Source: an optimization exercise on an open RTL-to-GDS flow (aim: small area). Production flows keep margins and buffers that such runs may drop.
In this exercise RTL edits were held to simulation tests only and were not proved equivalent to the original.
Power figures rest on the tool's default switching activity, not on a simulated workload.

==> garnet: inputs <==
Design DSP, start of the top module:
module DSP(A, B, C, D, clk, rst_n, P);
input  [17:0] A, B, D;
input  [47:0] C;
input clk, rst_n;
output reg [47:0] P;
reg [18:0] Sr, S1, S2;
reg [17:0] A0, A1;
reg [2:0] v;     
reg [47:0] Q;
reg [20:0] T2;
  wire [18:0] Ssum = {u48, u46, u44, u42, u40, u38, u37, s23, s21, s19, s17, s15, s13, s11, s9, s7, s5, s3, s1};
  wire [20:0] T3 = {u94, u92, u90, u88, u87, s77, s75, s73, s71, s69, s67, s65, s63, s61, s59, s57, s55, s53, s51, s49, S1[0]};
always @(posedge clk) begin
  Sr <= Ssum;
  S1 <= Sr;
  S2 <= S1;
  T2 <= T3;
  A0 <= A;
  A1 <= A0;
end
always @(posedge clk or negedge rst_n)
  if (!rst_n) v <= 3'b000;
  else        v <= {v[1:0], 1'b1};
  wire [20:0] s1x = {2'b00, S2};
  wire [20:0] s2x = {1'b0, S2, 1'b0};
  wire e1_0 = v[2] & ~A1[1] & A1[0];
  wire e2_0 = v[2] & A1[1] & ~A1[0];
  wire e3_0 = v[2] & A1[1] & A1[0];
  wire [20:0] pp0 = (({21{e1_0}} & s1x) | ({21{e2_0}} & s2x) | ({21{e3_0}} & T2));
  wire e1_1 = v[2] & ~A1[3] & A1[2];
  wire e2_1 = v[2] & A1[3] & ~A1[2];
  wire e3_1 = v[2] & A1[3] & A1[2];
  wire [20:0] pp1 = (({21{e1_1}} & s1x) | ({21{e2_1}} & s2x) | ({21{e3_1}} & T2));
  wire e1_2 = v[2] & ~A1[5] & A1[4];
  wire e2_2 = v[2] & A1[5] & ~A1[4];
  wire e3_2 = v[2] & A1[5] & A1[4];
  wire [20:0] pp2 = (({21{e1_2}} & s1x) | ({21{e2_2}} & s2x) | ({21{e3_2}} & T2));
  wire e1_3 = v[2] & ~A1[7] & A1[6];
  wire e2_3 = v[2] & A1[7] & ~A1[6];
  wire e3_3 = v[2] & A1[7] & A1[6];
  wire [20:0] pp3 = (({21{e1_3}} & s1x) | ({21{e2_3}} & s2x) | ({21{e3_3}} & T2));
  wire e1_4 = v[2] & ~A1[9] & A1[8];
  wire e2_4 = v[2] & A1[9] & ~A1[8];
  wire e3_4 = v[2] & A1[9] & A1[8];
  wire [20:0] pp4 = (({21{e1_4}} & s1x) | ({21{e2_4}} & s2x) | ({21{e3_4}} & T2));
  wire e1_5 = v[2] & ~A1[11] & A1[10];
  wire e2_5 = v[2] & A1[11] & ~A1[10];
  wire e3_5 = v[2] & A1[11] & A1[10];
  wire [20:0] pp5 = (({21{e1_5}} & s1x) | ({21{e2_5}} & s2x) | ({21{e3_5}} & T2));
  wire e1_6 = v[2] & ~A1[13] & A1[12];
  wire e2_6 = v[2] & A1[13] & ~A1[12];
  wire e3_6 = v[2] & A1[13] & A1[12];
  wire [20:0] pp6 = (({21{e1_6}} & s1x) | ({21{e2_6}} & s2x) | ({21{e3_6}} & T2));
  wire e1_7 = v[2] & ~A1[15] & A1[14];
  wire e2_7 = v[2] & A1[15] & ~A1[14];
  wire e3_7 = v[2] & A1[15] & A1[14];
  ...
clock: 7.0 ns
lec_check: 0
abc_area: 1
cap_margin: 20
core_margin: 2
core_utilization: 40
gpl_timing_driven: 0
place_density: 0.6
slew_margin: 20
synth_hierarchical: 1
synth_minimum_keep_size: 0
standard.sh (not shown) runs the stock make flow with config.mk's settings and CLKGATE_MAP_FILE= SYNTH_SCRIPT=/design/flow/synth_recipe.tcl, a recipe that flattens the netlist after the stock synthesis.
==> flow/flow/run.sh <==
#!/bin/bash
# The standard layout (standard.sh, unchanged synthesis) with:
#  - each port buffered by the smallest buffer cell instead of a delay cell,
#  - clock tree built from clkbuf_8 cells in clusters of up to 22 sinks,
#    without dummy loads.
set -euo pipefail
export BUFFER_PORTS_ARGS="-buffer_cell sky130_fd_sc_hd__buf_1"
export CTS_ARGS="-sink_clustering_enable -repair_clock_nets -dont_use_dummy_load -buf_list sky130_fd_sc_hd__clkbuf_8 -sink_clustering_size 22 -sink_clustering_max_diameter 60"
bash standard.sh > standard.log 2>&1
==> harbor (differences from garnet) <==
==> flow/flow/run.sh (replaced) <==
#!/bin/bash
# The standard layout (standard.sh, unchanged synthesis) with:
#  - each port buffered by the smallest buffer cell instead of a delay cell,
#  - clock tree built from clkbuf_8 cells in clusters of up to 18 sinks,
#    without dummy loads.
set -euo pipefail
export BUFFER_PORTS_ARGS="-buffer_cell sky130_fd_sc_hd__buf_1"
export CTS_ARGS="-sink_clustering_enable -repair_clock_nets -dont_use_dummy_load -buf_list sky130_fd_sc_hd__clkbuf_8 -sink_clustering_size 18 -sink_clustering_max_diameter 60"
bash standard.sh > standard.log 2>&1
==> summary of the runs <==
- In die area, harbor and garnet do not differ.
- In final area, harbor and garnet hardly differ.
- In combinational power, harbor and garnet hardly differ.
- Register-to-register slack is about the same in garnet and harbor.
- Power: harbor is higher than garnet (0.39%).
==> figures <==
Sink of the worst hold path: harbor S1[7]$_DFF_P_; garnet A1[8]$_DFF_P_
Met2 wirelength from detailed routing: harbor 16600 microns; garnet 16700 microns
Total met3 wirelength after detailed routing: harbor 2470 microns; garnet 2380 microns
Flip-flop and latch share of the layout cell area: harbor 32.0%; garnet 32.1%
Run status: harbor finished clean; garnet finished clean
Final routed wirelength across all metal layers: harbor 35200 microns; garnet 35100 microns
Met1 Track Usage GR: harbor 28.7%; garnet 28.7%
Net load switching power: harbor 0.00304 W; garnet 0.00303 W
Routed metal-1 wirelength: harbor 15300 microns; garnet 15300 microns
Clock network fraction of total power: harbor 9.3%; garnet 8.9%
Final critical-path share of the clock period: harbor 94.0%; garnet 94.1%

[port drivers added, routing unchanged]
In the flow no input, the clock included, has a driving cell. The finished layouts below were timed again as built, in two steps.
Step 1: set_driving_cell puts a clkbuf_16 on clk and a buf_2 on each other input, an assumption about the parent block.
Step 2, shift: input delay + t, output delay - t, t = (earliest + latest rising clock arrival at the registers) / 2. This alone moves slack from input paths to output paths.
Slacks: no drivers / after step 1 / after step 2; pairs: no drivers / after step 1.
run	t, ns	setup slack, ns	worst hold slack (ns)	worst setup path after step 2	cell pins on the clock port's net
garnet	0.577	0.413 / 0.413 / -0.051	0.294 / 0.294 / 0.294	input to register	1
harbor	0.593	0.419 / 0.419 / -0.063	0.293 / 0.293 / 0.293	input to register	1
Met with ideal ports but missed after step 2: setup timing in garnet and harbor. The setup slack of harbor, which loses most, moves by 0.000 ns with the drivers and by -0.482 ns with both steps.
